This design comes from an exercise in tuning for small area on the open sky130 flow, not from production work. RTL that was checked went through simulation tests only; none was proved equivalent to the original. No functional check of the RTL was part of runs 1 and 3. The clock cells of runs 6 and 7 come from the design's own scripts or RTL, not from TritonCTS. The clock port is modelled as an ideal driver, which makes a skipped or thinned clock tree look cheaper than it is; a real chip needs a root buffer or a tree.

==> flow/design.v <==
module data(
input clr,input clk,
input [3:0]in_data,
input up,input down,input left,input right,
output reg death,output wire [3:0]out_data
    );
reg [3:0] state;
localparam STOP = 4'b1011, BIRTHSET = 4'b1000, BIRTH = 4'b1001, TRAP = 4'b1010;
wire any = up | down | left | right;
always @(posedge clk or posedge clr) begin
	if (clr) state <= STOP;
	else if (state == STOP) begin
		if (any) state <= 4'b0000;
	end
	else if (state == TRAP) begin
		if (!any) state <= STOP;
	end
	else state <= state + 4'd1;
end
reg       v_q, col_q, rev_q;
reg [1:0] idx_q;
reg       v, col, rev;
reg [1:0] idx;
wire d_col = up | down;
wire d_rev = up ? 1'b0 : down ? 1'b1 : left ? 1'b0 : 1'b1;
always @(*) begin
	v = v_q; col = col_q; rev = rev_q; idx = idx_q;
	if (state == STOP) v = 1'b0;
	else if (!state[3]) begin
		if (any) begin v = 1'b1; col = d_col; rev = d_rev; idx = state[1:0]; end
	end
	else if (state == BIRTHSET) begin
		if (any) begin
			v = 1'b1; rev = 1'b0;
			col = ~up & ~down;
			idx = {2{up | (~down & left)}};
		end
	end
end
always @(posedge clk) begin
	v_q <= v; col_q <= col; rev_q <= rev; idx_q <= idx;
end
reg [3:0] lab [0:15];
wire [3:0] cell_out = lab[in_data];
assign out_data = clr ? 4'd1 : cell_out;
wire mm = v & (state[3:2] == 2'b00);		 
wire ms = v & (state[3:2] == 2'b01);		 
wire mb = v & ~rev & (state == BIRTH);		 
wire act = mm | ms | mb;
wire [3:0] rs, cs;	 
genvar g;
generate for (g = 0; g < 4; g = g + 1) begin : S
	assign rs[g] = ~col & (idx == g);
	assign cs[g] = col & (idx == g);
end endgenerate
wire [15:0] sel;	 
generate for (g = 0; g < 16; g = g + 1) begin : SL
	assign sel[g] = rs[g/4] | cs[g%4];
end endgenerate
wire [1:0] key = idx ^ {2{rev}};
wire [3:0] rb [0:3];
generate for (g = 0; g < 4; g = g + 1) begin : RB
	assign rb[g] = ({4{sel[0*4+(0^g)]}} & lab[0*4+(0^g)]) | ({4{sel[1*4+(1^g)]}} & lab[1*4+(1^g)])
	             | ({4{sel[2*4+(2^g)]}} & lab[2*4+(2^g)]) | ({4{sel[3*4+(3^g)]}} & lab[3*4+(3^g)]);
end endgenerate
wire [3:0] a = rb[key];
wire [3:0] b = rb[key ^ 2'd1];
wire [3:0] c = rb[key ^ 2'd2];
wire [3:0] d = rb[key ^ 2'd3];
wire [3:0] ya, yb, yc, yd;
wire full;
op u_op (.a(a), .b(b), .c(c), .d(d), .mm(mm), .ms(ms), .mb(mb),
	.ya(ya), .yb(yb), .yc(yc), .yd(yd), .full(full));
wire [3:0] yq [0:3];
assign yq[0] = ya; assign yq[1] = yb; assign yq[2] = yc; assign yq[3] = yd;
wire [3:0] wb [0:3];
generate for (g = 0; g < 4; g = g + 1) begin : WB
	assign wb[g] = yq[g ^ key];
end endgenerate
generate for (g = 0; g < 16; g = g + 1) begin : W
	wire en = (act & sel[g]) | clr;
	wire [3:0] nv = clr ? 4'd1 : wb[(g/4) ^ (g%4)];
	always @(posedge clk)
		if (en) lab[g] <= nv;
end endgenerate
always @(posedge clk or posedge clr)
	if (clr) death <= 1'b0;
	else if (mb & full) death <= 1'b1;
endmodule
module op(input [3:0] a, b, c, d, input mm, ms, mb,
	output [3:0] ya, yb, yc, yd, output full);
wire a1 = a == 4'd1, b1 = b == 4'd1, c1 = c == 4'd1, d1 = d == 4'd1;
wire eab = a == b, ecd = c == d;
wire [3:0] x = c1 ? d : c;
wire [3:0] y = b1 ? a : b;
wire m_ab = mm & eab & ~a1;
wire m_cd = mm & ecd & ~c1;
wire m_yx = mm & ~eab & ~ecd & (y == x);
assign full = ~a1 & ~b1 & ~c1 & ~d1;
wire inc_a = m_ab | (m_yx & b1) | (mb & a1);
wire inc_b = (m_yx & ~b1) | (mb & ~a1 & b1);
wire inc_c = m_cd | (mb & ~a1 & ~b1 & c1);
wire inc_d = mb & ~a1 & ~b1 & ~c1 & d1;
wire one_b = m_ab;
wire one_c = m_yx & ~c1;
wire one_d = m_cd | (m_yx & c1);
reg [3:0] s0, s1, s2, s3;
always @(*) begin
	s0 = a; s1 = b; s2 = c; s3 = d;
	if (s0 != 4'd1) ;
	else if (s1 != 4'd1) begin s0 = s1; s1 = 4'd1; end
	else if (s2 != 4'd1) begin s0 = s2; s2 = 4'd1; end
	else begin s0 = s3; s3 = 4'd1; end
	if (s1 != 4'd1) ;
	else if (s2 != 4'd1) begin s1 = s2; s2 = 4'd1; end
	else begin s1 = s3; s3 = 4'd1; end
	if (s2 != 4'd1) ;
	else begin s2 = s3; s3 = 4'd1; end
end
assign ya = inc_a ? a + 4'd1 : ms ? s0 : a;
assign yb = inc_b ? b + 4'd1 : one_b ? 4'd1 : ms ? s1 : b;
assign yc = inc_c ? c + 4'd1 : one_c ? 4'd1 : ms ? s2 : c;
assign yd = inc_d ? 4'd2 : one_d ? 4'd1 : ms ? s3 : d;
endmodule
==> flow/flow/run.sh <==
#!/bin/bash
# Layout: the standard flow (standard.sh) with an area-oriented ABC script
# for synthesis, no adder cells (ABC maps the adders), small clock buffers
# without dummy loads and buf_1 port buffers. Each make step logs to
# orfs/logs as usual; make's own output goes to flow_make.log.
set -euo pipefail
W=$(pwd)
rm -rf "$W/scripts_local"
cp -r "$FLOW_HOME/scripts" "$W/scripts_local"
cp "$W/flow/abc_area.script" "$W/scripts_local/abc_area.script"
export SCRIPTS_DIR="$W/scripts_local"
bash "$W/standard.sh" \
  "ADDER_MAP_FILE=" \
  "CTS_ARGS=-sink_clustering_enable -repair_clock_nets -dont_use_dummy_load -buf_list {sky130_fd_sc_hd__clkbuf_4}" \
  "BUFFER_PORTS_ARGS=-buffer_cell sky130_fd_sc_hd__buf_1" \
  finish > "$W/flow_make.log" 2>&1
==> flow/flow/abc_area.script <==
strash
&get -n
&st
&deepsyn -T 120
&put
dch -f
amap
==> flow/standard.sh <==
#!/bin/bash
# synth_recipe.tcl (not shown) runs the flow's synth.tcl, then flattens the netlist and writes it again
# the make line also repeats each setting of config.mk as NAME=value (left out here)
make -C /OpenROAD-flow-scripts/flow DESIGN_CONFIG=/design/flow/config.mk WORK_HOME=/design/flow/orfs CLKGATE_MAP_FILE= SYNTH_SCRIPT=/design/flow/synth_recipe.tcl "${@:-finish}"
==> flow/config.mk <==
export PLATFORM = sky130hd
export DESIGN_NAME = data
export DESIGN_NICKNAME = data
export VERILOG_FILES = /design/flow/design.v
export SDC_FILE = /design/flow/constraint.sdc
export NUM_CORES = 8
export LEC_CHECK = 0
export ABC_AREA = 1
export CAP_MARGIN = 20
export CORE_MARGIN = 2
export CORE_UTILIZATION = 40
export PLACE_DENSITY = 0.6
export SLEW_MARGIN = 20
==> flow/constraint.sdc <==
create_clock -name core_clock -period 20.0 [get_ports {clk}]
set_input_delay 4.0000 -clock core_clock [delete_from_list [all_inputs] [get_ports {clk}]]
set_output_delay 4.0000 -clock core_clock [all_outputs]
set_load 0.01 [all_outputs]
==> results of run 1 <==
metal layers:
metal	vias up	part of all wire (%)
li1	2102	-
met1	2129	40
met2	312	45
met3	44	11
met4	0	3.8
met5	-	0
final timing paths:
| kind | startpoint | endpoint | slack (ns) | depth (start not counted) |
|---|---|---|---|---|
| worst max-delay path | down | lab[15][3] | 7.05 | 36 |
| worst min-delay path | death | death | 0.49 | 1 |
| worst max register to register | state[3] | lab[15][3] | 10.27 | 35 |
| worst min register to register | death | death | 0.49 | 1 |
| max in group asynchronous | clr | state[3] | 15.96 | 3 |
| min in group asynchronous | clr | death | 3.69 | 3 |
synthesized netlist by cell type, types with 4 or more instances:
library cell and instances:
nor3_1 11, o221ai_1 6, dfxtp_1 5, o22ai_1 54, a31oi_1 9, clkinv_1 70
a22oi_1 6, edfxtp_1 64, a221oi_1 4, and3_1 4, nor2_1 88, o221a_1 4
o21ai_0 57, or2_0 5, nand3_1 10, a21oi_1 19, o22a_1 15, a32oi_1 5
nor4_1 7, nand2_1 46, a222oi_1 4
cell type report:
type / count / area [um2]
timing repair buffer: 16 / 67.56
inverter: 70 / 262.8
fill: 1099 / 6390
tap: 143 / 178.9
sequential: 74 / 2151
multi-input combinational: 388 / 2155
clock buffer: 9 / 67.56
flip-flops by register name, indices dropped and copies added, names as in the netlist:
name and cells:
v_q 1, lab 64, death 1, state 4, col_q 1, idx_q 2, rev_q 1
logic make-up after synthesis:
family                 count (synthesis)  synth area share, %
and+or+nand+nor                      178                16.60
buffers and inverters                 70                5.752
DFF                                   74                47.08
AOI/OAI and AO/OA                    210                30.57
per-stage QoR:
step | setup WS (ns) | instance area, um2
2_1_floorplan | 8.810 | 4568
3_3_place_gp | 7.214 | 4815
3_5_place_dp | 6.961 | 4815
4_1_cts | 7.377 | 4882
5_1_grt | 6.268 | 4882
6_report | 7.051 | 4882
critical path, delay by kind of cell:
kind / cells / cell delay (ns)
compound gates: 12 / 3.04
simple gates: 15 / 3.54
buf+inv: 9 / 2.43
==> impl_metrics.json, run 1 <==
{
  "status": "timing/DRC/antenna clean",
  "cp_max_fo": 16,
  "ys_warn_count": 3,
  "start_util_pct": 40.53,
  "postSynthAreaPerCell_um2": 8.587,
  "period_share_pct": 64.74,
  "finalHoldViolations": 0,
  "drtIter0Drc": 661,
  "cp_slowest_stage_delay_ns": 0.78,
  "cts_setup_buffers": 0,
  "area_growth_pct": 6.875,
  "antenna_cells": 0,
  "worstPathArrival_ns": 13.05,
  "die_x_um": 110.9,
  "yosys.area.top_type": "edfxtp_1",
  "slew_headroom_pct": 26.08,
  "place.gp.congestion": 0.9631,
  "yosysTopAreaCellShare_pct": 42.07,
  "worstSetupStartpointType": "input pin",
  "finalNonFillerCells": 700,
  "rsz0062_at_grt": "false",
  "fin_nets": 569,
  "dr_total_vias": 4587,
  "gr-usage-met3_pct": 3.609,
  "cts_max_path_buffers": 2,
  "grtUsageMet2_pct": 39.63,
  "worstPathRequired_ns": 20.10,
  "ys_seq_area_share_pct": 47.08,
  "fmax_ghz": 0.07723,
  "fin_skew_ns": 0.03888,
  "syn-num-nets": 542,
  "core_mm2": 0.01127,
  "tightest_slew_ns": 1.105,
  "dp_hpwl_mm": 12.62,
  "synth-seq-cells": 74,
  "use_met1_pct": 35.37,
  "drc": 0,
  "path_common_cell": "nor2_1",
  "slowest_stage": "nor2_1",
  "utilization_pct": 43.31,
  "synth_ff_type": "edfxtp_1",
  "die_area_mm2": 0.01229,
  "final-max-slew-violation-count": 0,
  "antenna_found_initial": 0,
  "cts-root-buf": "clkbuf_4",
  "final_cell_mix": "88 x nor2_1, 70 x clkinv_1, 64 x edfxtp_1, 57 x o21ai_0, 54 x o22ai_1",
  "critPathCaptureType": "flip-flop",
  "num_rows": 39,
  "cts_tree": "yes",
  "numCtsBuffers": 9,
  "yosys-top-cells-area": "edfxtp_1 42%, o22ai_1 7.4%, nor2_1 7.2%",
  "min_path_type": "flip-flop to flip-flop",
  "fp.dieH_um": 110.9,
  "critPathKind": "input pin to flip-flop",
  "cts_resized": 0,
  "cts.reportedPaths.clkPinSlew_ns": 0.12,
  "holdWs_ns": 0.4863,
  "drive_above_1_share_pct": 2.513,
  "synth_cell_type_count": 43,
  "gr-max-usage-layer": "met2",
  "grt_remaining_overflow": 0,
  "mostFrequentLayoutCell": "nor2_1",
  "io_pins": 15,
  "grt_pass1_vias": 4163,
  "maxCapViolations": 0,
  "post-place-cells": 691,
  "min_period_ns": 12.95,
  "grt_pass1_wl_mm": 23.79,
  "htree_levels": 3,
  "ant_nets": 0,
  "synth_edf_count": 64,
  "finalSetupViolCount": 0,
  "grt_util_all_layers_pct": 25.28,
  "setup_tns_ns": 0,
  "netlist_area_mm2": 0.004568,
  "synthCells": 532,
  "io_buffers": 14,
  "wl_per_cell_um": 22.25,
  "routed_wirelength_mm": 15.57,
  "cts_sinks": 74,
  "vias_per_cell": 6.553,
  "clock_latency_ns": 0.42,
  "grt_max_degree": 31,
  "drt_pass1_iterations": 7,
  "cts_hold_buf": 0,
  "postSynth.asyncResetShare_pct": 6.757
}
==> run 2, diff against run 1 <==
--- a/flow/design.v
+++ b/flow/design.v
@@ -42,6 +42,10 @@
 end
 reg [3:0] lab [0:15];
+reg fresh;
+always @(posedge clk or posedge clr)
+	if (clr) fresh <= 1'b1;
+	else fresh <= 1'b0;
 wire [3:0] cell_out = lab[in_data];
-assign out_data = clr ? 4'd1 : cell_out;
+assign out_data = fresh ? 4'd1 : cell_out;
 wire mm = v & (state[3:2] == 2'b00);		 
 wire ms = v & (state[3:2] == 2'b01);		 
@@ -79,8 +83,7 @@
 end endgenerate
 generate for (g = 0; g < 16; g = g + 1) begin : W
-	wire en = (act & sel[g]) | clr;
-	wire [3:0] nv = clr ? 4'd1 : wb[(g/4) ^ (g%4)];
 	always @(posedge clk)
-		if (en) lab[g] <= nv;
+		if (fresh) lab[g] <= 4'd1;
+		else if (act & sel[g]) lab[g] <= wb[(g/4) ^ (g%4)];
 end endgenerate
 always @(posedge clk or posedge clr)
--- a/flow/flow/run.sh
+++ b/flow/flow/run.sh
@@ -12,5 +12,5 @@
 bash "$W/standard.sh" \
   "ADDER_MAP_FILE=" \
-  "CTS_ARGS=-sink_clustering_enable -repair_clock_nets -dont_use_dummy_load -buf_list {sky130_fd_sc_hd__clkbuf_4}" \
+  "CTS_ARGS=-sink_clustering_enable -repair_clock_nets -dont_use_dummy_load -buf_list {sky130_fd_sc_hd__clkbuf_4 sky130_fd_sc_hd__clkbuf_8}" \
   "BUFFER_PORTS_ARGS=-buffer_cell sky130_fd_sc_hd__buf_1" \
   finish > "$W/flow_make.log" 2>&1
==> run 2 against run 1 <==
  * Still clean
  * Non-clock buffer count is 2 higher
  * Synthesized cell count is 23% higher
  * Critical path depth is 3 lower
  * Setup slack better by 0.47 ns
  * Largest cell class unchanged
  * Highest routed layer unchanged
==> impl_metrics.json, run 2 <==
{
  "die_x_um": 111.9,
  "worstPathArrival_ns": 12.69,
  "cts_setup_buffers": 0,
  "cts_max_path_buffers": 2,
  "min_to": "death",
  "synth_common_cells": "118 x clkinv_1, 114 x o22ai_1, 105 x nor2_1",
  "wl_per_cell_um": 20.57,
  "hold_depth": 1,
  "start_util_pct": 40.94,
  "r2r_start": "state[3]",
  "grt_pass1_vias": 4798,
  "vias_per_cell": 6.495,
  "clock_latency_ns": 0.38,
  "reg.largest.list": "lab (64), state (4), idx_q (2)",
  "drive_above_1_share_pct": 2.647,
  "place.gp.congestion": 1.050,
  "syn-num-nets": 663,
  "cts.reportedPaths.clkPinSlew_ns": 0.08,
  "die_area_mm2": 0.01251,
  "synth_most_common_cell": "clkinv_1",
  "synth_edf_count": 0,
  "slowest_stage": "o21ai_0",
  "min_path_type": "flip-flop to flip-flop",
  "tightest_slew_ns": 0.9005,
  "drtIter0Drc": 495,
  "fin_nets": 692,
  "mostFrequentLayoutCell": "clkinv_1",
  "synth_ff_type": "dfxtp_1",
  "numCtsBuffers": 9,
  "antenna_cells": 0,
  "min_period_ns": 12.47,
  "dr_total_vias": 5345,
  "area_growth_pct": 8.414,
  "cp_max_fo": 34,
  "r2r-end": "lab[15][1]",
  "yosys-top-cells-area": "dfxtp_1 30%, o22ai_1 15%, clkinv_1 9.5%",
  "yosysTopAreaCellShare_pct": 29.68,
  "ys_seq_area_share_pct": 33.01,
  "core_mm2": 0.01137,
  "worstSetupStartpointType": "input pin",
  "finalSetupViolCount": 0,
  "grt_max_degree": 37,
  "grt_util_all_layers_pct": 27.13,
  "reg2reg_slack_ns": 10.96,
  "postSynthAreaPerCell_um2": 7.128,
  "drt_pass1_iterations": 6,
  "reg2reg_depth": 31,
  "period_share_pct": 62.37,
  "cts_tree": "yes",
  "setup_tns_ns": 0,
  "fin_skew_ns": 0.02786,
  "drc": 0,
  "cts_hold_buf": 0,
  "fillCellCount": 1194,
  "finalHoldViolations": 0,
  "antenna_found_initial": 0,
  "largest_register_ffs": 64,
  "fp.dieH_um": 111.9,
  "min_from": "death",
  "io_pins": 15,
  "critPathCaptureType": "flip-flop",
  "final_cell_mix": "118 x clkinv_1, 113 x o22ai_1, 105 x nor2_1, 69 x dfxtp_1, 38 x o21ai_0",
  "final-max-slew-violation-count": 0,
  "grt_remaining_overflow": 0,
  "yosys.area.top_type": "dfxtp_1",
  "io_buffers": 14,
  "critPathKind": "input pin to flip-flop",
  "worstPathRequired_ns": 20.22,
  "path_common_cell": "clkinv_1",
  "ys_warn_count": 3,
  "cts_resized": 0,
  "netlist_area_mm2": 0.004654,
  "postSynth.asyncResetShare_pct": 8.000,
  "dp_hpwl_mm": 13.60,
  "cts-root-buf": "clkbuf_8",
  "fmax_ghz": 0.08016,
  "synth-seq-cells": 75,
  "htree_levels": 3,
  "maxCapViolations": 0,
  "grt_pass1_wl_mm": 26.44,
  "synth_cell_type_count": 37,
  "status": "timing/DRC/antenna clean",
  "routed_wirelength_mm": 16.93,
  "top_register": "lab",
  "rsz0062_at_grt": "false",
  "ant_nets": 0,
  "cp_slowest_stage_delay_ns": 0.73,
  "slew_headroom_pct": 39.33,
  "num_rows": 39,
  "holdWs_ns": 0.4684,
  "cts_sinks": 75,
  "synthCells": 653
}
run 2: changes by cell type after synthesis, moves of 6 or more:
| cell | change |
|---|---|
| o21ai_0 | -19 |
| a221oi_1 | +7 |
| o22a_1 | +15 |
| o22ai_1 | +60 |
| a2111oi_0 | +6 |
| or3_1 | +13 |
| or2_0 | +17 |
| dfxtp_1 | +64 |
| nand2_1 | -21 |
| o21a_1 | +7 |
| edfxtp_1 | -64 |
| clkinv_1 | +48 |
| nor2_1 | +17 |
run 2: area by class of cell:
| class | count | area, um2 | area share (%) |
|---|---|---|---|
| clock buffer | 9 | 123.9 | 2.455 |
| inverter | 118 | 442.9 | 8.778 |
| multi-input combinational | 460 | 2681 | 53.14 |
| sequential | 75 | 1536 | 30.45 |
| tap | 143 | 178.9 | 3.546 |
| timing repair buffer | 18 | 82.58 | 1.636 |
run 2: worst max-delay path by stage:
| stage | startpoint | end | slack, ns | cells after the start |
|---|---|---|---|---|
| after floorplan | down | lab[10][1] | 7.51 | 30 |
| after global placement | down | lab[15][1] | 7.44 | 33 |
| after detailed placement | down | lab[15][1] | 7.41 | 33 |
| after CTS | down | lab[15][1] | 7.78 | 33 |
| after global routing | down | lab[15][1] | 6.56 | 30 |
| final | down | lab[15][1] | 7.53 | 33 |
run 2: cells by family after synthesis:
group,Yosys count,synth area share (%)
other,1,0.08057
buffers and inverters,118,9.516
and+or+nand+nor,195,18.87
DFF,75,33.01
AOI/OAI and AO/OA,263,38.33
xor gates and xnor gates,1,0.1882
run 2: critical path, delay by kind of cell:
kind,cells,cell delay [ns]
simple gates,8,1.54
buf+inv,11,2.72
compound gates,14,4.39
run 2: layer usage:
layer,wire (um),global-route usage [%],up-vias
met5,0,0,-
met4,848,14.73,0
met3,1253,4.845,74
met2,7687,42.95,310
met1,7138,35.13,2460
li1,-,-,2501
run 2: through the flow:
step	setup WS, ns	std cells	utilization (%)	area [um2]
5_1_grt	6.555	823	44.38	5046
6_report	7.525	823	44.38	5046
3_3_place_gp	7.440	814	43.29	4922
3_5_place_dp	7.415	814	43.29	4922
4_1_cts	7.781	823	44.38	5046
2_1_floorplan	7.512	653	-	4654
==> run 3, diff against run 2 <==
--- a/flow/design.v
+++ b/flow/design.v
@@ -83,7 +83,8 @@
 end endgenerate
 generate for (g = 0; g < 16; g = g + 1) begin : W
+	wire en = (act & sel[g]) | fresh;
+	wire [3:0] nv = fresh ? 4'd1 : wb[(g/4) ^ (g%4)];
 	always @(posedge clk)
-		if (fresh) lab[g] <= 4'd1;
-		else if (act & sel[g]) lab[g] <= wb[(g/4) ^ (g%4)];
+		if (en) lab[g] <= nv;
 end endgenerate
 always @(posedge clk or posedge clr)
==> run 3 against run 2 <==
  * Sequential share of layout area is 13 points higher
  * Non-clock buffer count is 1 higher
  * Sequential cell count stayed put
  * Critical path depth is 4 lower
  * Global-route usage is 1.5 points lower
  * Critical path type unchanged
  * Critical endpoint is now lab[7][1]
==> impl_metrics.json, run 3 <==
{
  "ys_seq_area_share_pct": 47.40,
  "io_pins": 15,
  "finalNonFillerCells": 707,
  "reg.largest.list": "lab (64), state (4), idx_q (2)",
  "place.gp.congestion": 1.050,
  "cp_max_fo": 19,
  "synth_ff_type": "edfxtp_1",
  "cts_setup_buffers": 0,
  "start_util_pct": 40.57,
  "reg2reg_depth": 29,
  "drive_above_1_share_pct": 3.369,
  "cp_slowest_stage_delay_ns": 0.68,
  "worstSetupStartpointType": "input pin",
  "fin_area_mm2": 0.004989,
  "largest_register_ffs": 64,
  "min_from": "death",
  "grt_pass1_wl_mm": 24.29,
  "cts_sinks": 75,
  "r2r_start": "state[1]",
  "top_layer": "met4",
  "post-place-cells": 698,
  "htree_levels": 3,
  "dpl_cell_area_mm2": 0.004862,
  "antenna_cells": 0,
  "cts_hold_buf": 0,
  "grt_max_degree": 21,
  "min_to": "death",
  "synthCells": 536,
  "wl_met2_mm": 7.053,
  "rsz0062_at_grt": "false",
  "cts-root-buf": "clkbuf_8",
  "hold_depth": 1,
  "ant_nets": 0,
  "period_share_pct": 59.30,
  "critPathCaptureType": "flip-flop",
  "postSynth.asyncResetShare_pct": 8.000,
  "io_buffers": 14,
  "cts.reportedPaths.clkPinSlew_ns": 0.06,
  "num_rows": 39,
  "drtIter0Drc": 741,
  "synth_common_cells": "100 x nor2_1, 66 x clkinv_1, 64 x edfxtp_1",
  "grt_pass1_vias": 4195,
  "fin_skew_ns": 0.01718,
  "setup_tns_ns": 0,
  "dp_hpwl_mm": 12.51,
  "synth_edf_count": 64,
  "met1_length_mm": 6.605,
  "routed_wirelength_mm": 15.68,
  "path_common_cell": "clkinv_1",
  "grt_util_all_layers_pct": 25.68,
  "wl_met3_mm": 1.686,
  "final-max-slew-violation-count": 0,
  "area_growth_pct": 8.608,
  "yosysTopAreaCellShare_pct": 41.84,
  "status": "timing/DRC/antenna clean",
  "finalHoldViolations": 0,
  "wl_per_cell_um": 22.18,
  "synth-seq-cells": 75,
  "synth_most_common_cell": "nor2_1",
  "synth_cell_type_count": 42,
  "numCtsBuffers": 9,
  "reg2reg_slack_ns": 11.52,
  "critPathKind": "input pin to flip-flop",
  "grt_remaining_overflow": 0,
  "final_cell_mix": "99 x nor2_1, 66 x clkinv_1, 64 x edfxtp_1, 52 x o22ai_1, 51 x o21ai_0",
  "maxCapViolations": 0,
  "fin_nets": 576,
  "worstPathRequired_ns": 20.05,
  "cts_tree": "yes",
  "r2r-end": "lab[7][1]",
  "die_x_um": 111.2,
  "slowest_stage": "o22ai_1",
  "worstPathArrival_ns": 11.91,
  "antenna_found_initial": 0,
  "netlist_area_mm2": 0.004593,
  "finalSetupViolCount": 0,
  "fmax_ghz": 0.08432,
  "yosys.area.top_type": "edfxtp_1",
  "ys_warn_count": 3,
  "drc": 0,
  "cts_resized": 0,
  "min_path_type": "flip-flop to flip-flop",
  "tightest_slew_ns": 1.037,
  "die_area_mm2": 0.01236,
  "syn-num-nets": 546,
  "yosys-top-cells-area": "edfxtp_1 42%, nor2_1 8.2%, o22ai_1 7.1%",
  "vias_per_cell": 6.525,
  "cts_max_path_buffers": 2,
  "mostFrequentLayoutCell": "nor2_1",
  "drt_pass1_iterations": 6,
  "clock_latency_ns": 0.35,
  "top_register": "lab",
  "core_mm2": 0.01132,
  "min_period_ns": 11.86,
  "postSynthAreaPerCell_um2": 8.569,
  "dr_total_vias": 4613,
  "holdWs_ns": 0.4925,
  "fp.dieH_um": 111.2,
  "slew_headroom_pct": 30.63
}
run 3: worst max path at each step:
stage,startpoint,endpoint,cells after the start
after CTS,down,lab[2][1],29
after global placement,down,lab[7][1],31
after detailed placement,down,lab[2][1],29
after global routing,down,lab[8][1],29
final,down,lab[7][1],29
after floorplan,down,lab[12][2],29
run 3: layout make-up:
class / instances / area (um2)
Clock buffer: 9 / 123.9
Fill cell: 1113 / 6332
Inverter: 66 / 247.7
Multi-Input combinational cell: 395 / 2171
Sequential cell: 75 / 2177
Tap cell: 143 / 178.9
Timing Repair Buffer: 19 / 90.09
run 3: worst max-delay path, delay by kind of cell:
| kind | cells | cell delay (ns) |
|---|---|---|
| simple gates | 13 | 3.14 |
| compound gates | 8 | 2.84 |
| buf+inv | 8 | 1.91 |
run 3: through the flow:
step / setup slack [ns] / util [%]
after floorplan: 9.256 / -
after global placement: 7.683 / 42.95
after detailed placement: 7.619 / 42.95
after CTS: 7.965 / 44.04
after global routing: 7.304 / 44.07
final: 8.141 / 44.07
run 3: logic make-up after synthesis:
logic type                count (synthesis)  share of synthesized area [%]
other                                     1                        0.08164
DFF                                      75                          47.40
and+or+nand+nor                         194                          18.31
buffers and inverters                    66                          5.394
AOI/OAI and AO/OA                       199                          28.63
xor gates and xnor gates                  1                         0.1907
run 3: layer usage:
layer	GRT usage (%)	vias up
met3	5.467	29
met5	0	-
met4	7.654	0
met1	36.95	2180
li1	-	2098
met2	39.07	306
==> run 4, diff against run 3 <==
--- a/flow/design.v
+++ b/flow/design.v
@@ -42,10 +42,5 @@
 end
 reg [3:0] lab [0:15];
-reg fresh;
-always @(posedge clk or posedge clr)
-	if (clr) fresh <= 1'b1;
-	else fresh <= 1'b0;
-wire [3:0] cell_out = lab[in_data];
-assign out_data = fresh ? 4'd1 : cell_out;
+assign out_data = lab[in_data];
 wire mm = v & (state[3:2] == 2'b00);		 
 wire ms = v & (state[3:2] == 2'b01);		 
@@ -58,9 +53,9 @@
 	assign cs[g] = col & (idx == g);
 end endgenerate
-wire [15:0] sel;	 
+wire [1:0] key = idx ^ {2{rev}};
+wire [15:0] sel;
 generate for (g = 0; g < 16; g = g + 1) begin : SL
 	assign sel[g] = rs[g/4] | cs[g%4];
 end endgenerate
-wire [1:0] key = idx ^ {2{rev}};
 wire [3:0] rb [0:3];
 generate for (g = 0; g < 4; g = g + 1) begin : RB
@@ -83,8 +78,7 @@
 end endgenerate
 generate for (g = 0; g < 16; g = g + 1) begin : W
-	wire en = (act & sel[g]) | fresh;
-	wire [3:0] nv = fresh ? 4'd1 : wb[(g/4) ^ (g%4)];
-	always @(posedge clk)
-		if (en) lab[g] <= nv;
+	wire en = act & sel[g];
+	always @(posedge clk or posedge clr)
+		if (clr) lab[g] <= 4'd1; else if (en) lab[g] <= wb[(g/4) ^ (g%4)];
 end endgenerate
 always @(posedge clk or posedge clr)
==> run 4 against run 3 <==
  * Still clean
  * Via count rose by 7.5%
  * Cell area is 1.1% higher
  * Setup slack got worse by 0.77 ns
  * Utilization increased by 0.30 points
  * Non-clock buffer count is 1 lower
  * Final cell count grew 6.2%
  * Worst hold slack worse by 0.013 ns
  * Critical path depth is the same
  * Largest cell class is now multi-input gates
==> impl_metrics.json, run 4 <==
{
  "io_buffers": 14,
  "worstPathArrival_ns": 12.82,
  "cts_setup_buffers": 0,
  "drtIter0Drc": 493,
  "numCtsBuffers": 9,
  "cts_sinks": 74,
  "slew_headroom_pct": 32.80,
  "utilization_pct": 44.36,
  "area_growth_pct": 8.565,
  "yosys.area.top_type": "dfrtp_1",
  "reg.largest.list": "lab (64), state (4), idx_q (2)",
  "worstSetupStartpointType": "input pin",
  "cts.reportedPaths.clkPinSlew_ns": 0.07,
  "vias_per_cell": 6.602,
  "drt_pass1_iterations": 7,
  "drc": 0,
  "critPathCaptureType": "flip-flop",
  "routed_wirelength_mm": 15.65,
  "die_area_mm2": 0.01249,
  "antenna_cells": 0,
  "worstPathRequired_ns": 20.19,
  "htree_levels": 3,
  "min_path_type": "flip-flop to flip-flop",
  "postSynthAreaPerCell_um2": 7.996,
  "core_mm2": 0.01137,
  "cts_resized": 0,
  "grt_util_all_layers_pct": 25.00,
  "synth_most_common_cell": "nor2_1",
  "num_rows": 39,
  "yosys-top-cells-area": "dfrtp_1 27%, o22ai_1 11%, dfstp_2 11%",
  "yosysTopAreaCellShare_pct": 26.93,
  "tightest_slew_ns": 0.9826,
  "synth_common_cells": "100 x nor2_1, 84 x o22ai_1, 82 x clkinv_1",
  "fp.dieH_um": 111.8,
  "final-max-slew-violation-count": 0,
  "dpl_cell_area_mm2": 0.004920,
  "synth-seq-cells": 74,
  "slowest_stage": "a2111oi_0",
  "finalSetupViolCount": 0,
  "die_x_um": 111.8,
  "ys_warn_count": 3,
  "cts_hold_buf": 0,
  "period_share_pct": 63.15,
  "finalNonFillerCells": 751,
  "synth_cell_type_count": 35,
  "postSynth.asyncResetShare_pct": 93.24,
  "cts_max_path_buffers": 2,
  "ys_seq_area_share_pct": 39.83,
  "synth_edf_count": 0,
  "fin_nets": 620,
  "ant_nets": 0,
  "fin_skew_ns": 0.03116,
  "clock_latency_ns": 0.35,
  "post-place-cells": 742,
  "mostFrequentLayoutCell": "nor2_1",
  "io_pins": 15,
  "setup_tns_ns": 0,
  "place.gp.congestion": 0.9988,
  "fin_area_mm2": 0.005044,
  "grt_pass1_wl_mm": 24.62,
  "largest_register_ffs": 64,
  "grt_remaining_overflow": 0,
  "final_cell_mix": "100 x nor2_1, 82 x o22ai_1, 81 x clkinv_1, 50 x dfrtp_1, 44 x o21ai_0",
  "critPathKind": "input pin to flip-flop",
  "cts-root-buf": "clkbuf_8",
  "min_period_ns": 12.63,
  "synthCells": 581,
  "grt_pass1_vias": 4561,
  "cp_slowest_stage_delay_ns": 0.86,
  "top_register": "lab",
  "status": "timing/DRC/antenna clean",
  "dr_total_vias": 4958,
  "drive_above_1_share_pct": 5.757,
  "cp_max_fo": 10,
  "netlist_area_mm2": 0.004646,
  "start_util_pct": 40.86,
  "cts_tree": "yes",
  "maxCapViolations": 0,
  "syn-num-nets": 591,
  "synth_ff_type": "dfrtp_1",
  "wl_per_cell_um": 20.83,
  "grt_max_degree": 70,
  "rsz0062_at_grt": "false",
  "dp_hpwl_mm": 12.05,
  "antenna_found_initial": 0,
  "finalHoldViolations": 0,
  "fmax_ghz": 0.07918
}
[run 4: final cells by class]
type                       instances  area [um2]
inverter                          82       307.8
sequential                        74        1851
clock buffer                       9       123.9
multi-input combinational        425        2500
fill                            1146        6326
tap                              143       178.9
timing repair buffer              18       82.58
[run 4: path summary, 6_finish.rpt]
path,slack [ns],cells after the start,to,start
max in group asynchronous,15.52,3,lab[0][3],clr
setup / recovery,7.37,29,lab[14][3],down
hold / removal,0.48,1,death,death
min in group asynchronous,3.90,3,lab[12][2],clr
setup reg to reg,10.77,27,lab[14][3],state[3]
hold reg to reg,0.48,1,death,death
[run 4: kinds of logic after synthesis]
kind of cell    synth area share [%]
flops                          39.83
simple gates                   13.82
compound gates                 39.73
buf+inv                        6.625
[run 4: metal layers]
metal / share of wire [%] / global-route usage, % / vias up
met5: 0 / 0 / -
met4: 4.0 / 10.53 / 0
met3: 6.6 / 3.103 / 41
met2: 45 / 38.95 / 244
met1: 44 / 35.26 / 2367
li1: - / - / 2306
[run 4: critical path: cells and delay by family]
kind	cells	cell delay (ns)
compound gates	15	4.65
buf+inv	5	1.39
simple gates	9	2.76
[run 4: per-stage QoR]
| step | hold slack, ns | worst slack [ns] |
|---|---|---|
| floorplan | 0.4432 | 8.041 |
| global placement | 0.4669 | 7.656 |
| detailed placement | 0.4722 | 7.417 |
| CTS | 0.4820 | 7.766 |
| global route | 0.4962 | 6.670 |
| finish | 0.4795 | 7.370 |
==> run 5, diff against run 4 <==
--- a/flow/design.v
+++ b/flow/design.v
@@ -42,5 +42,10 @@
 end
 reg [3:0] lab [0:15];
-assign out_data = lab[in_data];
+reg fresh;
+always @(posedge clk or posedge clr)
+	if (clr) fresh <= 1'b1;
+	else fresh <= 1'b0;
+wire [3:0] cell_out = lab[in_data];
+assign out_data = fresh ? 4'd1 : cell_out;
 wire mm = v & (state[3:2] == 2'b00);		 
 wire ms = v & (state[3:2] == 2'b01);		 
@@ -53,9 +58,9 @@
 	assign cs[g] = col & (idx == g);
 end endgenerate
-wire [1:0] key = idx ^ {2{rev}};
-wire [15:0] sel;
+wire [15:0] sel;	 
 generate for (g = 0; g < 16; g = g + 1) begin : SL
 	assign sel[g] = rs[g/4] | cs[g%4];
 end endgenerate
+wire [1:0] key = idx ^ {2{rev}};
 wire [3:0] rb [0:3];
 generate for (g = 0; g < 4; g = g + 1) begin : RB
@@ -78,7 +83,7 @@
 end endgenerate
 generate for (g = 0; g < 16; g = g + 1) begin : W
-	wire en = act & sel[g];
-	always @(posedge clk or posedge clr)
-		if (clr) lab[g] <= 4'd1; else if (en) lab[g] <= wb[(g/4) ^ (g%4)];
+	always @(posedge clk)
+		if (fresh) lab[g] <= 4'd1;
+		else if (act & sel[g]) lab[g] <= wb[(g/4) ^ (g%4)];
 end endgenerate
 always @(posedge clk or posedge clr)
==> flow/flow/run.sh (replaced) <==
#!/bin/bash
# Layout: the standard flow (standard.sh) with two changes to synthesis
# and two to the layout steps:
# - synthesis maps the logic with ABC several times (multi_abc.tcl, area
#   oriented, seeds fixed) and keeps the smallest result; registers are
#   mapped as in the standard synthesis and keep their names;
# - no adder cells (ABC maps the adders with the rest of the logic);
# - small clock buffers and no dummy loads in clock tree synthesis;
# - buf_1 port buffers.
# Each make step logs to orfs/logs as usual; make's own output goes to
# flow_make.log.
set -euo pipefail
W=$(pwd)
rm -rf "$W/scripts_local"
cp -r "$FLOW_HOME/scripts" "$W/scripts_local"
cp "$W/flow/multi_abc.tcl" "$W/scripts_local/multi_abc.tcl"
grep -q '^  log_cmd abc {\*}\$abc_args$' "$W/scripts_local/synth.tcl"
sed -i 's/^  log_cmd abc {\*}\$abc_args$/  source $::env(SCRIPTS_DIR)\/multi_abc.tcl/' "$W/scripts_local/synth.tcl"
export SCRIPTS_DIR="$W/scripts_local"
bash "$W/standard.sh" \
  "ADDER_MAP_FILE=" \
  "CTS_ARGS=-sink_clustering_enable -repair_clock_nets -dont_use_dummy_load -buf_list {sky130_fd_sc_hd__clkbuf_4 sky130_fd_sc_hd__clkbuf_8}" \
  "BUFFER_PORTS_ARGS=-buffer_cell sky130_fd_sc_hd__buf_1" \
  finish > "$W/flow_make.log" 2>&1
==> flow/flow/multi_abc.tcl (new file) <==
# Sourced by synth.tcl in place of its single abc call. Maps the logic with
# ABC several times from the same starting netlist, each run with its own
# random seeds for &deepsyn, and keeps the run with the smallest cell area.
# The registers are already mapped and ABC does not touch them.
design -save multi_abc_start
set multi_abc_best -1
foreach multi_abc_seed {1 3 5 7 9 11 13 15} {
  design -load multi_abc_start
  set script $::env(OBJECTS_DIR)/abc_area_s$multi_abc_seed.script
  set fh [open $script w]
  puts $fh "strash"
  puts $fh "&get -n"
  puts $fh "&st"
  puts $fh "&deepsyn -T 30 -S $multi_abc_seed"
  puts $fh "&deepsyn -T 30 -S [expr {$multi_abc_seed + 1}]"
  puts $fh "&put"
  puts $fh "dch -f -x"
  puts $fh "amap -F 4 -A 10"
  close $fh
  log_cmd abc {*}[lreplace $abc_args 1 1 $script]
  set st [tee -q -s result.string stat {*}$lib_args]
  if {![regexp {Chip area for module '[^']*': ([0-9.eE+]+)} $st -> area]} { error "multi_abc: no area in stat" }
  puts "multi_abc: seed $multi_abc_seed area $area"
  if {$multi_abc_best < 0 || $area < $multi_abc_best} {
    set multi_abc_best $area
    design -save multi_abc_best
  }
}
design -load multi_abc_best
puts "multi_abc: kept area $multi_abc_best"
removed: flow/flow/abc_area.script
==> run 5 against run 4 <==
  * Critical endpoint is now lab[8][1]
  * Synthesized cell count increased by 1.7%
  * Clock-buffer cell count unchanged
  * Still clean on timing, DRC and antenna
  * Critical path type unchanged
==> impl_metrics.json, run 5 <==
{
  "worstPathRequired_ns": 20.20,
  "min_period_ns": 12.14,
  "die_x_um": 108.5,
  "grt_max_degree": 35,
  "tightest_slew_ns": 0.8985,
  "grt_remaining_overflow": 0,
  "synth_edf_count": 0,
  "cts_tree": "yes",
  "syn-num-nets": 601,
  "cts_max_path_buffers": 2,
  "cp_max_fo": 25,
  "synth_ff_type": "dfxtp_1",
  "io_pins": 15,
  "ant_nets": 0,
  "area_growth_pct": 8.648,
  "num_rows": 38,
  "fin_area_mm2": 0.004747,
  "yosys-top-cells-area": "dfxtp_1 32%, o22ai_1 17%, clkinv_1 10%",
  "worstSetupStartpointType": "input pin",
  "cts.reportedPaths.clkPinSlew_ns": 0.07,
  "synth-seq-cells": 75,
  "drt_pass1_iterations": 10,
  "fmax_ghz": 0.08238,
  "mostFrequentLayoutCell": "clkinv_1",
  "synthCells": 591,
  "min_path_type": "flip-flop to flip-flop",
  "netlist_area_mm2": 0.004369,
  "critPathKind": "input pin to flip-flop",
  "die_area_mm2": 0.01178,
  "cts_hold_buf": 0,
  "slew_headroom_pct": 39.47,
  "setup_tns_ns": 0,
  "critPathCaptureType": "flip-flop",
  "finalHoldViolations": 0,
  "routed_wirelength_mm": 15.32,
  "dpl_cell_area_mm2": 0.004623,
  "vias_per_cell": 6.462,
  "cts_sinks": 75,
  "cts-root-buf": "clkbuf_8",
  "cts_resized": 0,
  "antenna_found_initial": 0,
  "status": "timing/DRC/antenna clean",
  "numCtsBuffers": 9,
  "ys_seq_area_share_pct": 35.17,
  "grt_pass1_wl_mm": 23.81,
  "path_common_cell": "clkinv_1",
  "grt_util_all_layers_pct": 26.75,
  "dp_hpwl_mm": 12.21,
  "dr_total_vias": 4892,
  "core_mm2": 0.01075,
  "finalSetupViolCount": 0,
  "reg.largest.list": "lab (64), state (4), idx_q (2)",
  "wl_per_cell_um": 20.23,
  "place.gp.congestion": 1.029,
  "htree_levels": 3,
  "clock_latency_ns": 0.35,
  "drtIter0Drc": 651,
  "synth_cell_type_count": 35,
  "fin_skew_ns": 0.02024,
  "rsz0062_at_grt": "false",
  "io_buffers": 14,
  "ys_warn_count": 3,
  "cts_setup_buffers": 0,
  "cp_slowest_stage_delay_ns": 0.66,
  "drive_above_1_share_pct": 2.755,
  "antenna_cells": 0,
  "top_register": "lab",
  "synth_most_common_cell": "clkinv_1",
  "finalWorstSetupSlack_ns": 7.862,
  "grt_pass1_vias": 4429,
  "postSynth.asyncResetShare_pct": 8.000,
  "final_cell_mix": "119 x clkinv_1, 116 x o22ai_1, 69 x dfxtp_1, 66 x nor2_1, 43 x nand2_1",
  "largest_register_ffs": 64,
  "worstPathArrival_ns": 12.34,
  "post-place-ws_ns": 7.821,
  "yosysTopAreaCellShare_pct": 31.62,
  "fin_nets": 629,
  "start_util_pct": 40.66,
  "synth_common_cells": "119 x clkinv_1, 116 x o22ai_1, 69 x dfxtp_1",
  "maxCapViolations": 0,
  "postSynthAreaPerCell_um2": 7.393,
  "fp.dieH_um": 108.5,
  "period_share_pct": 60.69,
  "drc": 0,
  "yosys.area.top_type": "dfxtp_1",
  "slowest_stage": "a2111oi_0",
  "final-max-slew-violation-count": 0
}
[run 5: changes by cell type after synthesis, moves of 12 or more]
cell      change
dfxtp_1      +64
dfrtp_1      -48
clkinv_1     +37
nor2_1       -34
o22ai_1      +32
o21ai_0      -18
a21oi_1      -16
nand2_1      +16
dfstp_2      -15
o22a_1       -12
[run 5: stage by stage]
| step | hold WS (ns) | instances | util, % |
|---|---|---|---|
| 2_1_floorplan | 0.4471 | 591 | - |
| 3_3_place_gp | 0.4595 | 748 | 43.03 |
| 3_5_place_dp | 0.4644 | 748 | 43.03 |
| 4_1_cts | 0.4831 | 757 | 44.18 |
| 5_1_grt | 0.4922 | 757 | 44.18 |
| 6_report | 0.4772 | 757 | 44.18 |
[run 5: final timing paths]
path / from / endpoint / slack, ns / cells after the start
max: down / lab[8][1] / 7.86 / 32
min: death / death / 0.48 / 1
max reg2reg: state[3] / lab[8][1] / 11.09 / 28
min reg2reg: death / death / 0.48 / 1
max in group asynchronous: clr / state[0] / 16.25 / 2
min in group asynchronous: clr / state[2] / 3.50 / 2
[run 5: kinds of logic after synthesis]
| logic type | share of synthesized area, % |
|---|---|
| DFF | 35.17 |
| AOI/OAI and AO/OA | 41.21 |
| xor gates and xnor gates | 0.2005 |
| buffers and inverters | 10.22 |
| other | 0.08583 |
| and+or+nand+nor | 13.12 |
[run 5: metal layers]
layer | wire length, um | track usage (%) | vias to the layer above
met1 | 6529 | 36.68 | 2233
li1 | - | - | 2308
met2 | 6745 | 40.80 | 303
met3 | 1588 | 6.811 | 48
met5 | 0 | 0 | -
met4 | 453 | 9.158 | 0
[run 5: layout make-up]
class                   instances  area [um2]
flip-flops and latches         75        1536
repair buffers                 17       75.07
inverters                     119       446.7
well taps                     140       175.2
clock buffers                   9       123.9
fillers                      1137        5998
multi-input cells             397        2390
[run 5: worst max-delay path: cells and delay by family]
family | cells | cell delay [ns]
AOI/OAI and AO/OA | 15 | 4.29
and+or+nand+nor | 8 | 2.24
buffers and inverters | 9 | 1.79
==> run 6, diff against run 5 <==
==> flow/flow/run.sh (replaced) <==
#!/bin/bash
# Layout: the standard flow (standard.sh) with these changes:
# - synthesis maps the logic with ABC several times (multi_abc.tcl, area
#   oriented, seeds fixed) and keeps the smallest result; registers are
#   mapped as in the standard synthesis and keep their names;
# - no adder cells (ABC maps the adders with the rest of the logic);
# - clock tree: one level of clkbuf_16, one per group of flip-flops
#   (clock_tree.tcl) instead of clock_tree_synthesis;
# - buf_1 port buffers.
# Each make step logs to orfs/logs as usual; make's own output goes to
# flow_make.log.
set -euo pipefail
W=$(pwd)
rm -rf "$W/scripts_local"
cp -r "$FLOW_HOME/scripts" "$W/scripts_local"
cp "$W/flow/multi_abc.tcl" "$W/flow/clock_tree.tcl" "$W/scripts_local/"
grep -q '^  log_cmd abc {\*}\$abc_args$' "$W/scripts_local/synth.tcl"
sed -i 's/^  log_cmd abc {\*}\$abc_args$/  source $::env(SCRIPTS_DIR)\/multi_abc.tcl/' "$W/scripts_local/synth.tcl"
grep -q '^log_cmd clock_tree_synthesis {\*}\$cts_args$' "$W/scripts_local/cts.tcl"
sed -i 's/^log_cmd clock_tree_synthesis {\*}\$cts_args$/source $::env(SCRIPTS_DIR)\/clock_tree.tcl/' "$W/scripts_local/cts.tcl"
export SCRIPTS_DIR="$W/scripts_local"
export CLOCK_TREE_PORT=clk CLOCK_TREE_BUF=sky130_fd_sc_hd__clkbuf_16 CLOCK_TREE_GROUPS=3
bash "$W/standard.sh" \
  "ADDER_MAP_FILE=" \
  "BUFFER_PORTS_ARGS=-buffer_cell sky130_fd_sc_hd__buf_1" \
  finish > "$W/flow_make.log" 2>&1
==> flow/flow/clock_tree.tcl (new file) <==
# Sourced by cts.tcl in place of clock_tree_synthesis. A one-level clock
# tree: the flip-flops are split into CLOCK_TREE_GROUPS groups of equal size
# by location (balanced k-means), and each group gets one clock buffer at its centre, driven by
# the clock port. Every buffer is the same cell, so the clock reaches all
# groups through the same kind of stage.
set ct_block [ord::get_db_block]
set ct_groups $::env(CLOCK_TREE_GROUPS)
set ct_master [[ord::get_db] findMaster $::env(CLOCK_TREE_BUF)]
set ct_clk_net [[$ct_block findBTerm $::env(CLOCK_TREE_PORT)] getNet]
set ct_sinks {}
foreach it [$ct_clk_net getITerms] {
  if {[$it isInputSignal] || [[$it getMTerm] getSigType] eq "CLOCK"} { lappend ct_sinks $it }
}
set ct_pts {}
foreach it $ct_sinks {
  set bb [[$it getInst] getBBox]
  lappend ct_pts [list [expr {([$bb xMin] + [$bb xMax]) / 2.0}] [expr {([$bb yMin] + [$bb yMax]) / 2.0}]]
}
set n [llength $ct_pts]
# start from points spread along x+y
set order [lsort -real -indices [lmap p $ct_pts {expr {[lindex $p 0] + [lindex $p 1]}}]]
set cents {}
for {set k 0} {$k < $ct_groups} {incr k} {
  lappend cents [lindex $ct_pts [lindex $order [expr {int(($k + 0.5) * $n / $ct_groups)}]]]
}
# balanced k-means: each group takes at most ceil(n / groups) flip-flops
set cap [expr {($n + $ct_groups - 1) / $ct_groups}]
for {set iter 0} {$iter < 50} {incr iter} {
  set pairs {}
  set i 0
  foreach p $ct_pts {
    for {set k 0} {$k < $ct_groups} {incr k} {
      set c [lindex $cents $k]
      lappend pairs [list [expr {abs([lindex $p 0] - [lindex $c 0]) + abs([lindex $p 1] - [lindex $c 1])}] $i $k]
    }
    incr i
  }
  set assign [lrepeat $n -1]
  set fill [lrepeat $ct_groups 0]
  foreach pr [lsort -real -index 0 $pairs] {
    lassign $pr d i k
    if {[lindex $assign $i] >= 0 || [lindex $fill $k] >= $cap} continue
    lset assign $i $k
    lset fill $k [expr {[lindex $fill $k] + 1}]
  }
  set new {}
  for {set k 0} {$k < $ct_groups} {incr k} {
    set sx 0.0; set sy 0.0; set m 0
    foreach p $ct_pts a $assign { if {$a == $k} { set sx [expr {$sx + [lindex $p 0]}]; set sy [expr {$sy + [lindex $p 1]}]; incr m } }
    if {$m > 0} { lappend new [list [expr {$sx / $m}] [expr {$sy / $m}]] } else { lappend new [lindex $cents $k] }
  }
  if {$new eq $cents} break
  set cents $new
}
for {set k 0} {$k < $ct_groups} {incr k} {
  set c [lindex $cents $k]
  set buf [odb::dbInst_create $ct_block $ct_master "clkbuf_leaf_$k"]
  $buf setLocation [expr {int([lindex $c 0]) - [$ct_master getWidth] / 2}] [expr {int([lindex $c 1])}]
  $buf setPlacementStatus PLACED
  set net [odb::dbNet_create $ct_block "clknet_leaf_$k"]
  $net setSigType CLOCK
  [$buf findITerm A] connect $ct_clk_net
  [$buf findITerm X] connect $net
  set m 0
  foreach it $ct_sinks a $assign {
    if {$a == $k} { $it disconnect; $it connect $net; incr m }
  }
  puts "clock_tree: buffer $k at [lindex $c 0] [lindex $c 1] drives $m flip-flops"
}
global_connect
==> run 6 against run 5 <==
  * Maximum frequency fell by 5.3%
  * Register-to-register slack got worse by 0.23 ns
  * Critical endpoint is now lab[8][2]
==> impl_metrics.json, run 6 <==
{
  "fmax_ghz": 0.07803,
  "yosysTopAreaCellShare_pct": 31.64,
  "die_x_um": 108.5,
  "die_area_mm2": 0.01177,
  "status": "timing/DRC/antenna clean",
  "min_to": "lab[14][2]",
  "cts_hold_buf": 0,
  "cts_resized": 0,
  "routed_wirelength_mm": 15.72,
  "slowest_stage": "nor4_1",
  "netlist_area_mm2": 0.004365,
  "postSynthAreaPerCell_um2": 7.337,
  "setup_tns_ns": 0,
  "synth_edf_count": 0,
  "synthCells": 595,
  "ant_nets": 0,
  "synth_most_common_cell": "clkinv_1",
  "top_register": "lab",
  "cp_max_fo": 8,
  "wl_per_cell_um": 20.82,
  "fin_nets": 627,
  "fin_area_mm2": 0.004695,
  "worstPathArrival_ns": 12.84,
  "drc": 0,
  "drtIter0Drc": 631,
  "core_mm2": 0.01075,
  "dp_hpwl_mm": 12.64,
  "io_buffers": 14,
  "largest_register_ffs": 64,
  "reg2reg_slack_ns": 10.86,
  "ys_seq_area_share_pct": 35.20,
  "dr_total_vias": 4849,
  "hold_depth": 2,
  "grt_remaining_overflow": 0,
  "r2r_start": "state[0]",
  "r2r-end": "lab[8][2]",
  "syn-num-nets": 605,
  "place.gp.congestion": 0.9832,
  "cts.reportedPaths.clkPinSlew_ns": 0.09,
  "num_rows": 38,
  "holdWs_ns": 0.5024,
  "finalSetupViolCount": 0,
  "reg.largest.list": "lab (64), state (4), idx_q (2)",
  "critPathCaptureType": "flip-flop",
  "postSynth.asyncResetShare_pct": 8.000,
  "worstSetupStartpointType": "input pin",
  "drive_above_1_share_pct": 1.789,
  "reg2reg_depth": 30,
  "critPathKind": "input pin to flip-flop",
  "io_pins": 15,
  "fin_skew_ns": 0.01360,
  "ys_warn_count": 3,
  "mostFrequentLayoutCell": "clkinv_1",
  "synth_common_cells": "115 x clkinv_1, 105 x o22ai_1, 71 x nor2_1",
  "min_period_ns": 12.82,
  "grt_pass1_vias": 4303,
  "tightest_slew_ns": 0.9926,
  "worstPathRequired_ns": 20.02,
  "yosys.area.top_type": "dfxtp_1",
  "synth_cell_type_count": 37,
  "drt_pass1_iterations": 6,
  "maxCapViolations": 0,
  "vias_per_cell": 6.423,
  "grt_util_all_layers_pct": 26.59,
  "yosys-top-cells-area": "dfxtp_1 32%, o22ai_1 15%, clkinv_1 9.9%",
  "antenna_found_initial": 0,
  "clock_latency_ns": 0.16,
  "slew_headroom_pct": 33.22,
  "rsz0062_at_grt": "false",
  "grt_pass1_wl_mm": 24.32,
  "synth_ff_type": "dfxtp_1",
  "final_cell_mix": "115 x clkinv_1, 105 x o22ai_1, 71 x nor2_1, 69 x dfxtp_1, 52 x nand2_1",
  "final-max-slew-violation-count": 0,
  "cts_setup_buffers": 0,
  "cp_slowest_stage_delay_ns": 0.82,
  "period_share_pct": 64.08,
  "min_from": "lab[14][2]",
  "synth-seq-cells": 75,
  "fillCellCount": 1152,
  "grt_max_degree": 36,
  "finalHoldViolations": 0,
  "min_path_type": "flip-flop to flip-flop",
  "area_growth_pct": 7.538,
  "start_util_pct": 40.63,
  "dpl_cell_area_mm2": 0.004619,
  "antenna_cells": 0,
  "fp.dieH_um": 108.5
}
[run 6: final cells by class]
cell class	count	area, um2	share of cell area [%]
Multi-Input combinational cell	405	2401	51.15
Sequential cell	75	1536	32.73
Inverter	115	431.7	9.195
Tap cell	140	175.2	3.731
Timing Repair Buffer	17	75.07	1.599
Buffer	3	75.07	1.599
[run 6: worst max-delay path: cells and delay by family]
kind	cells	cell delay, ns
compound gates	15	4.51
xor+xnor	1	0.14
buf+inv	7	1.64
simple gates	9	2.51
[run 6: cells by family (layout without fill, tap and decap cells)]
family	Yosys count	after routing	share of synthesized area, %
xor+xnor	1	1	0.2007
simple gates	147	147	13.73
flops	75	75	35.20
other cells	1	1	0.08590
compound gates	256	256	40.90
buf+inv	115	135	9.888
[run 6: worst max-delay path by stage]
stage | from | depth (start not counted) | to
2_1_floorplan | down | 26 | lab[11][3]
3_3_place_gp | down | 31 | lab[11][1]
3_5_place_dp | down | 31 | lab[14][3]
4_1_cts | down | 31 | lab[14][3]
5_1_grt | down | 32 | lab[8][2]
6_report | down | 32 | lab[8][2]
[run 6: per-stage QoR]
stage / cells / util, % / setup slack (ns)
after floorplan: 595 / - / 8.114
after detailed placement: 752 / 42.99 / 7.358
after global placement: 752 / 42.99 / 7.429
final: 755 / 43.69 / 7.185
after global routing: 755 / 43.69 / 6.362
after CTS: 755 / 43.69 / 7.323
[run 6: routing by layer]
metal	vias to the layer above	global-route usage [%]	part of all wire [%]	wire, um
met4	0	6.685	3.1	488
met1	2264	38.83	45	7036
li1	2311	-	-	-
met5	-	0	0	0
met2	249	42.10	44	6911
met3	25	2.351	8.2	1285
==> run 7, diff against run 6 <==
--- a/flow/flow/run.sh
+++ b/flow/flow/run.sh
@@ -1,7 +1,7 @@
 #!/bin/bash
 # Layout: the standard flow (standard.sh) with these changes:
-# - synthesis maps the logic with ABC several times (multi_abc.tcl, area
-#   oriented, seeds fixed) and keeps the smallest result; registers are
-#   mapped as in the standard synthesis and keep their names;
+# - synthesis maps the logic with ABC 24 times in parallel (multi_abc.tcl,
+#   abc_par.sh; area oriented, seeds fixed) and keeps the smallest result;
+#   registers are mapped as in the standard synthesis and keep their names;
 # - no adder cells (ABC maps the adders with the rest of the logic);
 # - clock tree: one level of clkbuf_16, one per group of flip-flops
@@ -14,5 +14,5 @@
 rm -rf "$W/scripts_local"
 cp -r "$FLOW_HOME/scripts" "$W/scripts_local"
-cp "$W/flow/multi_abc.tcl" "$W/flow/clock_tree.tcl" "$W/scripts_local/"
+cp "$W/flow/multi_abc.tcl" "$W/flow/abc_par.sh" "$W/flow/clock_tree.tcl" "$W/scripts_local/"
 grep -q '^  log_cmd abc {\*}\$abc_args$' "$W/scripts_local/synth.tcl"
 sed -i 's/^  log_cmd abc {\*}\$abc_args$/  source $::env(SCRIPTS_DIR)\/multi_abc.tcl/' "$W/scripts_local/synth.tcl"
==> flow/flow/abc_par.sh (new file) <==
#!/bin/bash
# abc_par.sh ABC IN_BLIF OUT_DIR JOBS PREAMBLE SCRIPT...
# Runs each SCRIPT (a string of ABC commands) on IN_BLIF after PREAMBLE (the
# library commands), JOBS at a time; run i writes OUT_DIR/out_i.blif and its
# full log OUT_DIR/log_i.txt. Prints "i area" for each run that finished.
abc=$1; in=$2; out=$3; jobs=$4; pre=$5; shift 5
i=0
for s in "$@"; do
  i=$((i + 1))
  ( "$abc" -c "read_blif $in; $pre; $s; write_blif $out/out_$i.blif; print_stats" > "$out/log_$i.txt" 2>&1 ) &
  while [ "$(jobs -rp | wc -l)" -ge "$jobs" ]; do sleep 0.5; done
done
wait
for j in $(seq 1 $i); do
  a=$(grep -o 'area *= *[0-9.]*' "$out/log_$j.txt" | tail -1 | grep -o '[0-9.]*$')
  if [ -n "$a" ] && [ -s "$out/out_$j.blif" ]; then echo "$j $a"; fi
done
==> flow/flow/multi_abc.tcl (replaced) <==
# Sourced by synth.tcl in place of its single abc call. Maps the logic with
# ABC several times from the same starting netlist, each run with its own
# random seeds for &deepsyn (area oriented), and keeps the run with the
# smallest cell area. The runs go in parallel (abc_par.sh, NUM_CORES at a
# time) on the netlist yosys hands to ABC; the chosen mapping is then read
# back through yosys's abc pass. The registers are already mapped and ABC
# does not touch them.
set ma_dir $::env(OBJECTS_DIR)/multi_abc
file delete -force $ma_dir
file mkdir $ma_dir
proc ma_script {path lines} {
  set fh [open $path w]
  foreach l $lines { puts $fh $l }
  close $fh
}
# the netlist yosys gives ABC, and the library commands it uses
design -save multi_abc_start
ma_script $ma_dir/dump.script [list "write_blif $ma_dir/in.blif" "strash" "map"]
log_cmd abc {*}[lreplace $abc_args 1 1 $ma_dir/dump.script]
design -load multi_abc_start
set ma_lib {}
set ma_x {}
foreach {k v} [lrange $abc_args 2 end] {
  if {$k eq "-liberty"} { lappend ma_lib $v }
  if {$k eq "-dont_use"} { append ma_x " -X $v" }
}
set ma_pre ""
foreach l $ma_lib { append ma_pre "read_lib$ma_x -w $l; " }
set ma_runs {}
foreach s {1 3 5 7 9 11 13 15 17 19 21 23 25 27 29 31 33 35 37 39 41 43 45 47} {
  lappend ma_runs "strash; &get -n; &st; &deepsyn -T 30 -S $s; &deepsyn -T 30 -S [expr {$s + 1}]; &put; dch -f -x; amap -F 4 -A 10"
}
set ma_abc [file join [file dirname $::env(YOSYS_EXE)] yosys-abc]
set ma_best -1
set ma_area -1
if {[catch {exec bash $::env(SCRIPTS_DIR)/abc_par.sh $ma_abc $ma_dir/in.blif $ma_dir $::env(NUM_CORES) $ma_pre {*}$ma_runs 2>@1} ma_res]} {
  puts "multi_abc: parallel runs failed: $ma_res"
  set ma_res ""
}
foreach l [split $ma_res "\n"] {
  if {[scan $l "%d %f" i a] == 2} {
    puts "multi_abc: run $i area $a"
    if {$ma_area < 0 || $a < $ma_area} { set ma_area $a; set ma_best $i }
  }
}
if {$ma_best < 0} {
  # fall back to the first script, run by yosys's abc pass itself
  puts "multi_abc: no parallel result; running the first script directly"
  ma_script $ma_dir/first.script [split [lindex $ma_runs 0] ";"]
  log_cmd abc {*}[lreplace $abc_args 1 1 $ma_dir/first.script]
} else {
  puts "multi_abc: keeping run $ma_best (logic area $ma_area)"
  ma_script $ma_dir/load.script [list "read_blif $ma_dir/out_$ma_best.blif"]
  log_cmd abc {*}[lreplace $abc_args 1 1 $ma_dir/load.script]
}
==> run 7 against run 6 <==
  * Still clean
  * Critical path depth unchanged
  * Maximum frequency unchanged
  * Worst hold slack unchanged
  * Critical path type unchanged
  * Critical endpoint unchanged
==> impl_metrics.json, run 7 <==
{
  "worstPathArrival_ns": 12.84,
  "rsz0062_at_grt": "false",
  "ant_nets": 0,
  "grt_max_degree": 36,
  "finalNonFillerCells": 755,
  "seq_area_mm2": 0.001536,
  "setup_tns_ns": 0,
  "r2r_start": "state[0]",
  "ys_seq_area_share_pct": 35.20,
  "fmax_ghz": 0.07803,
  "postSynthAreaPerCell_um2": 7.337,
  "grt_pass1_wl_mm": 24.32,
  "period_share_pct": 64.08,
  "cts_hold_buf": 0,
  "area_growth_pct": 7.538,
  "worstSetupStartpointType": "input pin",
  "top_register": "lab",
  "critPathKind": "input pin to flip-flop",
  "synth-seq-cells": 75,
  "hold_depth": 2,
  "io_buffers": 14,
  "yosys.area.top_type": "dfxtp_1",
  "yosys-top-cells-area": "dfxtp_1 32%, o22ai_1 15%, clkinv_1 9.9%",
  "multi_input_area_mm2": 0.002401,
  "die_x_um": 108.5,
  "postSynth.asyncResetShare_pct": 8.000,
  "min_from": "lab[14][2]",
  "drtIter0Drc": 631,
  "reg2reg_slack_ns": 10.86,
  "dp_hpwl_mm": 12.64,
  "vias_per_cell": 6.423,
  "reg2reg_depth": 30,
  "syn-num-nets": 605,
  "slowest_stage": "nor4_1",
  "cp_slowest_stage_delay_ns": 0.82,
  "wl_per_cell_um": 20.82,
  "critical-path-top-delay-family": "compound AO/OA/AOI/OAI gates",
  "drt_pass1_iterations": 6,
  "min_path_type": "flip-flop to flip-flop",
  "synth_most_common_cell": "clkinv_1",
  "cts_resized": 0,
  "final-max-slew-violation-count": 0,
  "synth_ff_type": "dfxtp_1",
  "min_period_ns": 12.82,
  "fin_skew_ns": 0.01360,
  "synth_edf_count": 0,
  "critPathCaptureType": "flip-flop",
  "r2r-end": "lab[8][2]",
  "dr_total_vias": 4849,
  "drc": 0,
  "worstPathRequired_ns": 20.02,
  "synth_cell_type_count": 37,
  "die_area_mm2": 0.01177,
  "final_cell_mix": "115 x clkinv_1, 105 x o22ai_1, 71 x nor2_1, 69 x dfxtp_1, 52 x nand2_1",
  "routed_wirelength_mm": 15.72,
  "crit_start": "down",
  "grt_pass1_vias": 4303,
  "status": "timing/DRC/antenna clean",
  "slew_headroom_pct": 33.22,
  "start_util_pct": 40.63,
  "drive_above_1_share_pct": 1.789,
  "synth_common_cells": "115 x clkinv_1, 105 x o22ai_1, 71 x nor2_1",
  "maxCapViolations": 0,
  "finalSetupViolCount": 0,
  "io_pins": 15
}
==> run 7: worst max-delay path by stage <==
stage	end	slack, ns	cells after the start
after global routing	lab[8][2]	6.36	32
after CTS	lab[14][3]	7.32	31
after global placement	lab[11][1]	7.43	31
final	lab[8][2]	7.18	32
after detailed placement	lab[14][3]	7.36	31
after floorplan	lab[11][3]	8.11	26
==> run 7: metrics by stage <==
step | hold WS (ns) | cell area [um2] | util [%] | setup slack, ns
6_report | 0.5024 | 4695 | 43.69 | 7.185
5_1_grt | 0.5208 | 4695 | 43.69 | 6.362
4_1_cts | 0.4876 | 4695 | 43.69 | 7.323
3_5_place_dp | 0.4840 | 4619 | 42.99 | 7.358
3_3_place_gp | 0.4774 | 4619 | 42.99 | 7.429
2_1_floorplan | 0.4465 | 4365 | - | 8.114
==> run 7: logic make-up after synthesis <==
family	Yosys count	synth area share, %
AOI/OAI and AO/OA	256	40.90
xor gates and xnor gates	1	0.2007
buffers and inverters	115	9.888
DFF	75	35.20
other	1	0.08590
and+or+nand+nor	147	13.73
==> run 7: cell type report <==
type | count | share of cell area, %
Tap cell | 140 | 3.731
Multi-Input combinational cell | 405 | 51.15
Buffer | 3 | 1.599
Inverter | 115 | 9.195
Sequential cell | 75 | 32.73
Timing Repair Buffer | 17 | 1.599
==> run 7: worst register-to-register path, delay by kind of cell, from the launching register on <==
family	cells	cell delay (ns)
AND/OR/NAND/NOR	8	2.16
buffers and inverters	6	1.56
AO/OA/AOI/OAI	15	4.51
XOR/XNOR	1	0.14
flip-flops	1	0.58
==> run 7: layer usage <==
layer / track usage [%] / up-vias / share of wire, %
met2: 42.10 / 249 / 44
met4: 6.685 / 0 / 3.1
li1: - / 2311 / -
met5: 0 / - / 0
met3: 2.351 / 25 / 8.2
met1: 38.83 / 2264 / 45

[static timing again, ports no longer ideal]
How much do the figures lean on ideal ports? The routed layouts below were timed once more, with nothing changed but the port constraints.
Step 1 (the two cells are an assumption about what drives the block):
set clk [get_ports {clk}]
set_driving_cell -lib_cell sky130_fd_sc_hd__clkbuf_16 $clk
set_driving_cell -lib_cell sky130_fd_sc_hd__buf_2 [delete_from_list [all_inputs] $clk]
Step 2 moves the port delays by t, midway between the first and last clock arrival at a register: inputs arrive t later, outputs are due t later. That takes back most of the time a late clock gives input paths.
a / b / c = no drivers / after step 1 / after step 2; a / b = the first two.
run	t, ns	setup WS [ns]	latest minus earliest clock arrival (ns)
run 1	0.432	7.051 / 7.066 / 6.634	0.039 / 0.039
run 2	0.395	7.525 / 7.535 / 7.139	0.027 / 0.027
run 3	0.377	8.141 / 8.149 / 7.772	0.017 / 0.017
run 4	0.365	7.370 / 7.381 / 7.016	0.031 / 0.031
run 5	0.372	7.862 / 7.876 / 7.504	0.021 / 0.020
run 6	0.224	7.185 / 7.233 / 7.009	0.014 / 0.014
run 7	0.224	7.185 / 7.233 / 7.009	0.014 / 0.014
After both steps every run listed still meets setup and hold. For run 1, which loses most, drivers alone change the setup slack by +0.015 ns; drivers and shift together by -0.417 ns.
